Source: an optimization exercise on an open RTL-to-GDS flow (aim: small area). Production flows keep margins and buffers that such runs may drop.
Function was checked by simulation only, so behaviour that the tests miss may differ from the original.

==> flow/design.v (outline; a module is shown in full before it is edited, if it fits) <==
// module fir: 2228 lines
// module fa_cell: 4 lines
// module ha_cell: 4 lines
module fir(input clk, input rst, input wire signed [15:0] x, output reg signed [31:0] y);
  // ...
==> flow/run.sh <==
#!/bin/bash
# synth_recipe.tcl (not shown) runs the flow's synth.tcl, then flattens the netlist and writes it again
# the make line also repeats each setting of config.mk as NAME=value (left out here)
make -C /OpenROAD-flow-scripts/flow DESIGN_CONFIG=/design/flow/config.mk WORK_HOME=/design/flow/orfs CLKGATE_MAP_FILE= SYNTH_SCRIPT=/design/flow/synth_recipe.tcl finish
==> flow/config.mk <==
export PLATFORM = sky130hd
export DESIGN_NAME = fir
export DESIGN_NICKNAME = fir
export VERILOG_FILES = /design/flow/design.v
export SDC_FILE = /design/flow/constraint.sdc
export NUM_CORES = 4
export LEC_CHECK = 0
export CAP_MARGIN = 20
export CORE_MARGIN = 2
export CORE_UTILIZATION = 70
export CTS_CLUSTER_DIAMETER = 120
export CTS_CLUSTER_SIZE = 24
export GPL_TIMING_DRIVEN = 0
export SLEW_MARGIN = 20
export SYNTH_HIERARCHICAL = 1
export SYNTH_MINIMUM_KEEP_SIZE = 0
==> flow/constraint.sdc <==
create_clock -name core_clock -period 8.0 [get_ports {clk}]
set_input_delay 1.6000 -clock core_clock [delete_from_list [all_inputs] [get_ports {clk}]]
set_output_delay 1.6000 -clock core_clock [all_outputs]
set_load 0.01 [all_outputs]
==> results.sh, run 1 <==
export IMPL_clk_latency_ns=0.66
export IMPL_synth_net_count=5444
export IMPL_clkTransAtPathRegs_ns=0.09
export IMPL_clock_skew_ns=0.0541
export IMPL_clock_area_share_pct=2.33
export IMPL_synth_seq_cells=1017
export IMPL_hold_slack_ns=0.317
export IMPL_cts_hold_buffers=0
export IMPL_crit_path_end_kind="flop"
export IMPL_core_area_um2=80700
export IMPL_gp_congestion=1.05
export IMPL_critPathArrivalTime_ns=7.60
export IMPL_critical_path_most_common_cell="fa_1"
export IMPL_initial_core_util_pct=70.9
export IMPL_yosys_top_cells_area="fa_1, dfxtp_1, ha_1"
export IMPL_max_cap_violations=0
export IMPL_path_cells="fa_1 -> fa_1 -> fa_1 -> fa_1 -> fa_1 -> fa_1 -> fa_1 -> fa_1 -> inv_1 -> fa_1 -> fa_1 -> fa_1 -> inv_1 -> fa_1 -> nor2_1"
export IMPL_synth_top_family_by_area="adder cells"
export IMPL_num_antenna_cells=1
export IMPL_status="complete, no violations"
export IMPL_wire_per_inst_um=37.1
export IMPL_max_slew_margin_pct=20.4
export IMPL_avgSynthCellArea_um2=15.0
export IMPL_crit_slowest_cell="dfxtp_1"
export IMPL_dp_cells=4920
export IMPL_buf_share_pct=1.23
export IMPL_cp_num_cells=15
export IMPL_multi_input_area_um2=34600
export IMPL_fin_setup_tns_ns=0
==> run 2: changes to the inputs <==
--- a/flow/config.mk
+++ b/flow/config.mk
@@ -7,10 +7,9 @@
 export LEC_CHECK = 0
 export CAP_MARGIN = 20
 export CORE_MARGIN = 2
-export CORE_UTILIZATION = 70
+export CORE_UTILIZATION = 60
 export CTS_CLUSTER_DIAMETER = 120
 export CTS_CLUSTER_SIZE = 24
-export GPL_TIMING_DRIVEN = 0
 export SLEW_MARGIN = 20
 export SYNTH_HIERARCHICAL = 1
 export SYNTH_MINIMUM_KEEP_SIZE = 0
==> run 2 against run 1 <==
Still clean. Count of clock-buffer cells in the layout grew 5. Non-clock buffer count fell by 31. Flip-flop and latch count did not move. Routed wire length is 1.0% higher. Final cell count grew 3.6%. Critical path depth up 1. Critical endpoint is now q0[16]. Largest cell class unchanged.
==> results.sh, run 2 <==
export IMPL_wl_met3_um=17000
export IMPL_cts_made_buffers=50
export IMPL_postSynthCellCount=3810
export IMPL_synth_cell_types=56
export IMPL_rows=113
export IMPL_drive_gt1_share_pct=4.68
export IMPL_clk_latency_ns=0.68
export IMPL_cts_hold_buffers=0
export IMPL_clk_path_buf_depth=3
export IMPL_synth_seq_cells=1017
export IMPL_critical_path_most_common_cell="fa_1"
export IMPL_initial_core_util_pct=60.4
export IMPL_critical_path_top_delay_family="adder cells"
export IMPL_clkTransAtPathRegs_ns=0.11
export IMPL_grt_pass1_wl_um=265000
export IMPL_remaining_drc_errors=0
export IMPL_crit_slowest_cell="dfxtp_1"
export IMPL_fin_cells=5180
export IMPL_wl_met1_um=73800
export IMPL_drt_total_wl_um=187000
export IMPL_synth_net_count=5444
export IMPL_clock_skew_ns=0.0326
export IMPL_synth_most_common_cell="fa_1"
export IMPL_final_common_cell="fa_1"
export IMPL_slowest_delay_ns=0.72
export IMPL_synth_edf_count=0
export IMPL_cp_start_kind="flop"
export IMPL_cp_num_buf_inv=2
export IMPL_ioPinCount=50
export IMPL_wire_per_inst_um=36.1
export IMPL_max_cap_violations=0
export IMPL_final_cell_mix="fa_1, dfxtp_1, inv_1, nand2_1, nor2_1"
export IMPL_dp_cells=5094
export IMPL_grt_pass1_vias=35021
export IMPL_h_tree_depth=2
export IMPL_max_slew_margin_pct=21.0
export IMPL_via_count=30271
export IMPL_async_flop_share_pct=11.9
export IMPL_final_max_slew_viol_count=0
export IMPL_drt_vias_per_instance=5.84
export IMPL_cts_root_buffer="clkbuf_16"
export IMPL_avgSynthCellArea_um2=15.0
export IMPL_netlist_area_leader_share_pct=50.8
export IMPL_max_freq_ghz=0.145
export IMPL_period_share_pct=86.3
export IMPL_fin_setup_tns_ns=0
export IMPL_hold_viol_final=0
export IMPL_cts_resized_gates=0
export IMPL_die_area_um2=97800
export IMPL_cp_max_fo=6
export IMPL_drtIter0Drc=2855
export IMPL_ys_warn_count=7
export IMPL_fin_crit_ns=6.91
export IMPL_critPathArrivalTime_ns=7.49
export IMPL_yosys_top_cells_area="fa_1, dfxtp_1, ha_1"
export IMPL_gp_congestion=1.03
export IMPL_area_delta_synth_final_pct=6.40
export IMPL_dr_pass1_iters=8
export IMPL_syn_area_um2=57200
export IMPL_synth_seq_area_share_pct=36.8
export IMPL_grt_max_degree=53
export IMPL_antenna_found_initial=6
export IMPL_rsz0062_at_grt="false"
export IMPL_top_layer="met5"
export IMPL_hp_class="reg -> reg"
export IMPL_wl_met2_um=87900
export IMPL_synth_main_ff_cell="dfxtp_1"
export IMPL_io_buffers=49
export IMPL_path_cells="fa_1 -> fa_1 -> fa_1 -> fa_1 -> inv_1 -> fa_1 -> fa_1 -> fa_1 -> fa_1 -> fa_1 -> fa_1 -> fa_1 -> inv_1 -> fa_1 -> fa_1 -> nand2_1"
export IMPL_crit_path_end_kind="flop"
export IMPL_grt_usage_pct=40.3
export IMPL_synthTopCellsByCount="fa_1, dfxtp_1, inv_1"
export IMPL_setup_viol=0
export IMPL_yosys_area_top_type="fa_1"
export IMPL_detail_route_antenna_nets=0
export IMPL_clkSinkCount=1017
export IMPL_worst_pin_slew_ns=1.18
export IMPL_nNetsFinal=5515
export IMPL_place_hpwl_um=164000
export IMPL_grt_overflow=0
export IMPL_reg_top3="q0 (32), r0 (32), q1 (27)"
export IMPL_die_h_um=313
export IMPL_status="complete, no violations"
export IMPL_die_w_um=313
export IMPL_post_cts_setup_buffers=0
export IMPL_cp_required_ns=8.58
export IMPL_path_class="reg -> reg"
export IMPL_cts_tree="done"
export IMPL_core_area_um2=94700
[run 2: cell count changes in the layout (fill, tap and decap cells not counted), moves of 3 or more]
cell      previous run  this run
a21oi_1             30        34
a31oi_2              3         0
clkbuf_1            78        26
a31oi_1              8        11
a21oi_2              5         1
buf_4                0        30
[run 2: layout make-up]
cell class	count	area (µm²)
Multi-Input combinational cell	2364	34600
Timing Repair Buffer	79	733
Fill cell	6790	33900
Inverter	369	1390
Antenna cell	1	2.50
Clock inverter	9	174
Clock buffer	76	1350
Sequential cell	1017	21100
Tap cell	1265	1580
[run 2: logic make-up (layout without fill, tap and decap cells)]
family,Yosys count,after routing,share of synthesized area (%)
adder cells (fa/ha/maj),1616,1616,54.4
flip-flops,1017,1017,36.8
AND/OR/NAND/NOR,606,606,4.20
buffers and inverters,429,533,2.82
AO/OA/AOI/OAI,109,109,1.28
XOR/XNOR,32,32,0.490
multiplexers,1,1,0.0197
other,0,1,0
[run 2: final timing paths]
kind                       cells after the start      to  slack [ns]   start
max in group asynchronous                      2  r1[25]        6.00     rst
setup reg to reg                              16  q0[16]        1.09  d11[6]
min in group asynchronous                      1   r0[6]        0.85     rst
setup / recovery                              16  q0[16]        1.09  d11[6]
hold reg to reg                                0  d3[11]        0.32  d2[11]
hold / removal                                 0  d3[11]        0.32  d2[11]
[run 2: modules after synthesis (local to each module, per instance)]
module   flops+latches  area, µm²  cells
fa_cell              0       20.0      1
ha_cell              0       12.5      1
fir               1017      26500   2225
[run 2: layer usage]
layer	track usage, %	vias up
met5	0	-
met4	14.8	2
met3	10.2	343
met2	62.5	1469
met1	56.1	16845
li1	-	11612
[run 2: metrics by stage]
step	hold slack (ns)	cell area [µm²]	setup WS [ns]	util [%]
global route	0.320	60900	0.938	64.2
global placement	0.310	59300	1.03	62.6
finish	0.323	60900	1.09	64.3
CTS	0.325	60900	1.08	64.2
detailed placement	0.312	59300	1.11	62.6
floorplan	0.310	57200	1.62	-
[run 2: worst reg2reg max path, stage by stage, from the launching register on]
cell,delay [ns]
dfxtp_1,0.72
fa_1,0.55
fa_1,0.40
fa_1,0.50
fa_1,0.56
inv_1,0.06
fa_1,0.43
fa_1,0.40
fa_1,0.41
fa_1,0.46
fa_1,0.40
fa_1,0.42
fa_1,0.49
inv_1,0.05
fa_1,0.40
fa_1,0.49
nand2_1,0.05

==> afterwards: timing with drivers on the ports <==
How much do the figures lean on ideal ports? The routed layouts below were timed once more, with nothing changed but the port constraints.
Step 1 (the two cells are an assumption about what drives the block):
set clk [get_ports {clk}]
set_driving_cell -lib_cell sky130_fd_sc_hd__clkbuf_16 $clk
set_driving_cell -lib_cell sky130_fd_sc_hd__buf_2 [delete_from_list [all_inputs] $clk]
Step 2 times the ports against the registers' clock, not the clock port: input delays grow and output delays shrink by t, the midpoint of the rising clock arrivals with the driver on.
a / b / c = ideal ports / drivers / drivers and shift; a / b = the first two.
| run | t, ns | setup slack, ns | slew at the worst register clock pin (ns) | worst data-port slew with drivers (ns) | pins driven straight from the clock port |
|---|---|---|---|---|---|
| run 1 | 0.705 | 0.894 / 0.894 / 0.894 | 0.10 / 0.10 | 0.05 | 1 |
| run 2 | 0.736 | 1.095 / 1.095 / 1.095 | 0.11 / 0.11 | 0.07 | 1 |
After both steps setup and hold are still met in every run listed.
